This is an optimization exercise on Yosys and OpenROAD, whose aim is small area, a short achievable clock period and few clock cycles per item, not a production implementation.
Function was checked by simulation only, so behaviour that the tests miss may differ from the original.

===== flow/design.v =====
module bf16_adder_pipeline(
    input  logic        clk,
    input  logic        rst_n,
    input  logic        valid_in,
    input  logic [15:0] a,
    input  logic [15:0] b,
    output logic        valid_out,
    output logic        busy,
    output logic [15:0] result
);
    typedef struct packed {
        logic       sign;
        logic [7:0] exp;
        logic [6:0] mant;
    } bf16_t;
    localparam int MAN_WIDTH = 8;      
    localparam int CALC_WIDTH = 14;    
    bf16_t u_a, u_b;
    enum logic [2:0] {
        IDLE,
        STAGE1,
        STAGE2,
        STAGE3,
        DONE
    } state, next_state;
    always_ff @(posedge clk or negedge rst_n) begin
        if (!rst_n) begin
            state <= IDLE;
        end else begin
            state <= next_state;
        end
    end
    always_comb begin
        next_state = state;
        case (state)
            IDLE: begin
                if (valid_in) begin
                    next_state = STAGE1;
                end
            end
            STAGE1: next_state = STAGE2;
            STAGE2: next_state = STAGE3;
            STAGE3: next_state = DONE;
            DONE: next_state = IDLE;
        endcase
    end
    logic [15:0] reg_a, reg_b;
    always_ff @(posedge clk) begin
        if (!rst_n) begin
            reg_a <= 0;
            reg_b <= 0;
        end else if (state == IDLE && valid_in) begin
            reg_a <= a;
            reg_b <= b;
        end else begin
            reg_a <= reg_a;
            reg_b <= reg_b;
        end
    end
    assign u_a = reg_a;
    assign u_b = reg_b;
    logic       s1_sign_res, s1_sign_res_next;  
    logic [7:0] s1_exp_base, s1_exp_base_next;  
    logic       s1_is_sub, s1_is_sub_next;      
    logic [CALC_WIDTH-1:0] s1_man_a, s1_man_a_next;  
    logic [CALC_WIDTH-1:0] s1_man_b, s1_man_b_next;  
    always_ff @(posedge clk) begin
        if (!rst_n) begin
            s1_sign_res <= 0;
            s1_exp_base <= 0;
            s1_is_sub <= 0;
            s1_man_a <= 0;
            s1_man_b <= 0;
        end else begin
            s1_sign_res <= s1_sign_res_next;
            s1_exp_base <= s1_exp_base_next;
            s1_is_sub <= s1_is_sub_next;
            s1_man_a <= s1_man_a_next;
            s1_man_b <= s1_man_b_next;
        end
    end
    always_comb begin
        s1_sign_res_next = s1_sign_res;
        s1_exp_base_next = s1_exp_base;
        s1_is_sub_next = s1_is_sub;
        s1_man_a_next = s1_man_a;
        s1_man_b_next = s1_man_b;
        if (state == STAGE1) begin
            logic [MAN_WIDTH-1:0] man_a_raw, man_b_raw;
            logic [7:0] exp_a, exp_b;
            logic a_is_lager;
            logic [7:0] exp_diff;
            man_a_raw = (|u_a.exp) ? {1'b1, u_a.mant} : 8'b0;
            man_b_raw = (|u_b.exp) ? {1'b1, u_b.mant} : 8'b0;
            exp_a = u_a.exp;
            exp_b = u_b.exp;
            if (exp_a > exp_b) begin
                a_is_lager = 1;
            end else if (exp_a < exp_b) begin
                a_is_lager = 0;
            end else begin
                a_is_lager = (man_a_raw > man_b_raw);
            end
            if (a_is_lager) begin
                s1_sign_res_next = u_a.sign;
                s1_exp_base_next = exp_a;
                s1_is_sub_next = (u_a.sign ^ u_b.sign);
                exp_diff = exp_a - exp_b;
                s1_man_a_next = {man_a_raw, {(CALC_WIDTH-MAN_WIDTH){1'b0}}};
                s1_man_b_next = {man_b_raw, {(CALC_WIDTH-MAN_WIDTH){1'b0}}} >> exp_diff;
            end else begin
                s1_sign_res_next = u_b.sign;
                s1_exp_base_next = exp_b;
                s1_is_sub_next = (u_a.sign ^ u_b.sign);
                exp_diff = exp_b - exp_a;
                s1_man_a_next = {man_b_raw, {(CALC_WIDTH-MAN_WIDTH){1'b0}}};
                s1_man_b_next = exp_diff > CALC_WIDTH ? 0 : {man_a_raw, {(CALC_WIDTH-MAN_WIDTH){1'b0}}} >> exp_diff;
            end
        end
    end
    logic       s2_sign_res, s2_sign_res_next;  
    logic [7:0] s2_exp_base, s2_exp_base_next;
    logic [CALC_WIDTH:0] s2_sum, s2_sum_next;  
    always_ff @(posedge clk) begin
        if (!rst_n) begin
            s2_sign_res <= 0;
            s2_exp_base <= 0;
            s2_sum <= 0;
        end else begin
            s2_sign_res <= s2_sign_res_next;
            s2_exp_base <= s2_exp_base_next;
            s2_sum <= s2_sum_next;
        end
    end
    always_comb begin
        s2_sign_res_next = s2_sign_res;
        s2_exp_base_next = s2_exp_base;
        s2_sum_next = s2_sum;
        if (state == STAGE2) begin
            s2_sign_res_next = s1_sign_res;
            s2_exp_base_next = s1_exp_base;
            if (s1_is_sub) begin
                s2_sum_next = s1_man_a - s1_man_b;
            end else begin
                s2_sum_next = s1_man_a + s1_man_b;
            end
        end
    end
    function automatic logic [3:0] count_leading_zeros(logic [CALC_WIDTH:0] val);
        logic [3:0] clz;
        logic       found;
        clz = CALC_WIDTH + 1;  
        found = 1'b0;
        for (int i = CALC_WIDTH; i >= 0; i--) begin
            if (val[i] && !found) begin
                clz = CALC_WIDTH - i;
                found = 1'b1;
            end
        end
        count_leading_zeros = clz;
    endfunction
    logic [15:0] s3_result, s3_result_next;
    always_ff @(posedge clk) begin
        if (!rst_n) begin
            s3_result <= 0;
        end else begin
            s3_result <= s3_result_next;
        end
    end
    always_comb begin
        s3_result_next = s3_result;
        if (state == STAGE3) begin
            logic [3:0] llz;
            logic [7:0] final_exp;
            logic [CALC_WIDTH:0] norm_man;
            logic [6:0] final_man;
            logic round_bit;
            llz = count_leading_zeros(s2_sum);
            if (s2_sum[CALC_WIDTH]) begin
                norm_man = s2_sum >> 1;
                final_exp = s2_exp_base + 1;
            end else begin
                if (s2_sum == 0) begin
                    final_exp = 0;
                    norm_man = 0;
                end else if (llz == 1) begin
                    final_exp = s2_exp_base;
                    norm_man = s2_sum;
                end else begin
                    if (llz > s2_exp_base) begin
                        final_exp = 0;
                        norm_man = 0;
                    end else begin
                        norm_man = s2_sum << (llz - 1);
                        final_exp = s2_exp_base - llz + 1;
                    end
                end
            end
            final_man = norm_man[12:6];
            round_bit = norm_man[5];
            if (round_bit) begin
                if (&final_man) begin
                    final_man = 0;
                    final_exp = final_exp + 1;
                end else begin
                    final_man = final_man + 1;
                end
            end
            if (final_exp >= 255) begin
              s3_result_next = {s2_sign_res, 8'hFF, 7'b0};
            end else begin
              s3_result_next = {s2_sign_res, final_exp, final_man};
            end
        end
    end
    assign result = s3_result;
    assign valid_out = (state == DONE);
    assign busy = (state != IDLE);
endmodule

===== flow/run.sh =====
#!/bin/bash
# synth_recipe.tcl (not shown) runs the flow's synth.tcl, then flattens the netlist and writes it again
# the make line also repeats each setting of config.mk as NAME=value (left out here)
make -C /OpenROAD-flow-scripts/flow DESIGN_CONFIG=/design/flow/config.mk WORK_HOME=/design/flow/orfs CLKGATE_MAP_FILE= SYNTH_SCRIPT=/design/flow/synth_recipe.tcl finish

===== flow/config.mk =====
export PLATFORM = sky130hd
export DESIGN_NAME = bf16_adder_pipeline
export DESIGN_NICKNAME = bf16_adder_pipeline
export VERILOG_FILES = /design/flow/design.v
export SDC_FILE = /design/flow/constraint.sdc
export NUM_CORES = 4
export LEC_CHECK = 0
export CAP_MARGIN = 20
export CORE_MARGIN = 2
export CORE_UTILIZATION = 40
export SLEW_MARGIN = 20

===== flow/constraint.sdc =====
create_clock -name core_clock -period 5.0 [get_ports {clk}]
set_input_delay 1.0000 -clock core_clock [delete_from_list [all_inputs] [get_ports {clk}]]
set_output_delay 1.0000 -clock core_clock [all_outputs]
set_load 0.01 [all_outputs]

==> summary.txt <==
Post-DRT Antenna Nets=0; Clock Skew=0.00642 ns; final cycle utilization of the critical path=0.927; required time at the worst-slack endpoint=roughly 5.3 ns; top routing layer in use=met4; post-cts hold buffer count=0; share of the synthesized area in the top cell type=0.234; maximum frequency from static timing analysis=216 MHz; gate count of the mapped netlist=roughly 1.2k; final routed DRC violation total=0; via count of the first global-routing pass=a little over 8k; total vias in the final route=a little under 9k; actual slew at the worst max-slew pin=1.02 ns; share of the yosys chip area belonging to registers=0.242; starting density of the core=0.408; EDFF count, synth=0; Final Hold Viols=0; GRT Util Overall=0.213; # H-tree levels=3; Max-slew headroom=0.317; number of warnings issued by yosys=1; synth top area cells=sky130_fd_sc_hd__dfxtp_1 (23%), sky130_fd_sc_hd__ha_1 (7.6%), sky130_fd_sc_hd__nand2_1 (7.5%); antenna violations before repair=0; CTS Buffer Depth=2; commonest cells after routing, fill and taps aside=sky130_fd_sc_hd__nand2_1 (176), sky130_fd_sc_hd__dfxtp_1 (104), sky130_fd_sc_hd__a21oi_1 (99); total detailed-routing wirelength=between 20000 and 30000 um; final slew viol count=0; clock tree from TritonCTS=built; Post-Syn Nets=around 1.3k; global route overflow=0; number of DRC violations after detailed-routing iteration 0=between 500 and 600; status=timing/DRC/antenna clean; clock latency on the worst-skew pair=around 0.36 ns; type of element launching the critical path=flip-flop; Yosys cell types=95; number of buffer cells added on primary ports=52; Post-synth ARST share=0.0280; net count of the finished layout=approximately 1.3k; fraction of final layout cells sized beyond drive strength 1=0.0911; clock transition at the registers of the reported paths=roughly 0.08 ns; leading cell type in the layout, fill and taps excluded=sky130_fd_sc_hd__nand2_1; routed length on met2=12300 um; Avg Synthesized Cell Area=approximately 7.4 um^2; HPWL after detailed placement=about 19000 um; final core utilization=0.465; crit path time final=between 4 and 5 ns; Floorplan Core Area=roughly 0.022 mm^2; top flip-flop cell by instance count after synthesis=sky130_fd_sc_hd__dfxtp_1; max-capacitance violation count=0; endpoint kind of the worst setup timing path=flip-flop; number of search-and-repair iterations in the first detailed-routing pass=7; length of routed wiring on met1=11500 um; number of placed instances with taps included=1503; post-synth design cell area=slightly below 0.009 mm^2; Max Fanout on Critical Path=6; Met3 Routed Length=roughly 790 um; kind of path behind the tightest hold check=reg2reg; Layout area overhead=14.1%; worst setup path category=reg2reg; WL per Instance=16.6 um; arrival time at the worst endpoint=about 4.9 ns; gp weighted congestion=around 0.96; number of top-level pins=53; area of the die=between 0.02 and 0.025 mm^2; vias per cell=~5.8; clock sink total=107; row count=54; first-pass GRT wire length=about 42000 um; dominant cell type by area after synthesis=sky130_fd_sc_hd__dfxtp_1; number of antenna repair diodes=0; die boundary height=153 um; pin count of the biggest net entering global routing=76; number of endpoints failing setup at the final stage=0; number of standard cells in the layout, taps in and fillers out=between 1.5k and 2k; Die W=153 um; CTS Root Cell=sky130_fd_sc_hd__clkbuf_16; FF+latch count, synth=between 100 and 150; number of buffers created by CTS=9
layout make-up:
cell class | count | area [um^2]
fillers | 2259 | 11700
multi-input cells | 956 | 6210
flip-flops and latches | 107 | 2160
repair buffers | 92 | 833
well taps | 280 | 350
inverters | 70 | 263
clock buffers | 9 | 225
clock inverters | 7 | 121
cells in the mapped netlist (all sizes together), types with 6 or more instances:
| master | count |
|---|---|
| a21o | 12 |
| nand3 | 31 |
| o211ai | 9 |
| nand2 | 180 |
| buf | 19 |
| a211o | 7 |
| o31ai | 11 |
| xor2 | 20 |
| nor2 | 95 |
| nor2b | 12 |
| a211oi | 32 |
| nor4 | 24 |
| nor3 | 54 |
| nand2b | 11 |
| xnor2 | 29 |
| and3 | 9 |
| and2 | 6 |
| dfxtp | 104 |
| o22ai | 6 |
| mux2i | 19 |
| a311oi | 11 |
| a31oi | 17 |
| or3 | 10 |
| clkbuf | 53 |
| or2 | 6 |
| or4 | 9 |
| o21a | 9 |
| a22o | 8 |
| o21ai | 58 |
| inv | 69 |
| nand4 | 13 |
| mux2 | 11 |
| a21oi | 102 |
| ha | 54 |
cell families after synthesis:
logic type,count (synthesis),share of synthesized area
simple gates,480,0.263
compound gates,337,0.257
buf+inv,142,0.0659
flops,107,0.242
fa+ha+maj,59,0.0860
xor+xnor,49,0.0482
mux,31,0.0378
timing repair:
item,4_1_cts,5_1_grt
resized for setup,0,5
setup endpoints to repair,0,15
buffers inserted,0,2
state kept, by name (all words and copies together) (netlist names):
name	cells
state	3
reg_b	16
s1_exp_base	8
s1_man_b	14
s1_man_a	8
s1_is_sub	1
s2_exp_base	8
reg_a	16
s3_result	16
s2_sum	15
s2_sign_res	1
s1_sign_res	1
worst paths after layout:
kind / from / end / slack (ns) / depth (start not counted)
min in group asynchronous: rst_n / state[2] / 1.10 / 1
worst min-delay path: s3_result[2] / s3_result[2] / 0.45 / 2
worst max-delay path: s2_sum[4] / s3_result[4] / 0.36 / 19
max in group asynchronous: rst_n / state[0] / 3.39 / 1
worst min register to register: s3_result[2] / s3_result[2] / 0.45 / 2
worst max register to register: s2_sum[4] / s3_result[4] / 0.36 / 19
per-stage QoR:
stage	setup TNS [ns]	instance area (um^2)	setup WS, ns	hold slack [ns]
after detailed placement	0	9760	0.0850	0.440
after floorplan	0	8910	0.107	0.432
final	0	10200	0.363	0.448
after global placement	0	9760	0.181	0.434
after CTS	0	10100	0.0765	0.452
after global routing	-0.00411	10200	-0.00411	0.476
layer usage:
layer | GRT usage | vias up
li1 | - | 4425
met1 | 0.274 | 4085
met2 | 0.375 | 196
met3 | 0.0247 | 41
met4 | 0.0635 | 0
met5 | 0 | -
worst max-delay path: stages (launching register included):
cell and delay (ns):
sky130_fd_sc_hd__dfxtp_1 0.38, sky130_fd_sc_hd__o311ai_0 0.53, sky130_fd_sc_hd__nand2_1 0.14, sky130_fd_sc_hd__a21oi_2 0.18
sky130_fd_sc_hd__nor3_2 0.09, sky130_fd_sc_hd__ha_1 0.31, sky130_fd_sc_hd__inv_1 0.06, sky130_fd_sc_hd__ha_1 0.18
sky130_fd_sc_hd__inv_1 0.06, sky130_fd_sc_hd__fa_1 0.40, sky130_fd_sc_hd__nor2b_1 0.13, sky130_fd_sc_hd__o21ai_0 0.13
sky130_fd_sc_hd__nand2_1 0.11, sky130_fd_sc_hd__xor2_1 0.07, sky130_fd_sc_hd__o221a_2 0.29, sky130_fd_sc_hd__or4_1 0.55
sky130_fd_sc_hd__nor3b_1 0.49, sky130_fd_sc_hd__o21ai_0 0.17, sky130_fd_sc_hd__nand3_1 0.17, sky130_fd_sc_hd__o21ai_1 0.09
Testbench counts, summed over its fixed seeds: cycles 40,000, items 8,000.

==> separate check: timing with driven ports <==
Ports are ideal in the flow. The routed layout listed here was re-timed in OpenROAD. Step 1: set_driving_cell puts a clkbuf_16 on clk and a buf_2 on each other input, an assumption about the parent block. Step 2 times the ports against the registers' clock, not the clock port: input delays grow and output delays shrink by t, the midpoint of the rising clock arrivals with the driver on. Slacks: ideal / step 1 / step 2; pairs: ideal / step 1.
shift t [ns]: 0.405
slack for setup (ns): 0.363 / 0.363 / 0.363
hold WS [ns]: 0.448 / 0.448 / 0.448
clock arrival spread, ns: 0.006 / 0.006
After both steps this run still meets setup and hold. The setup slack of this run moves by 0.000 ns with the drivers and by 0.000 ns with both steps.
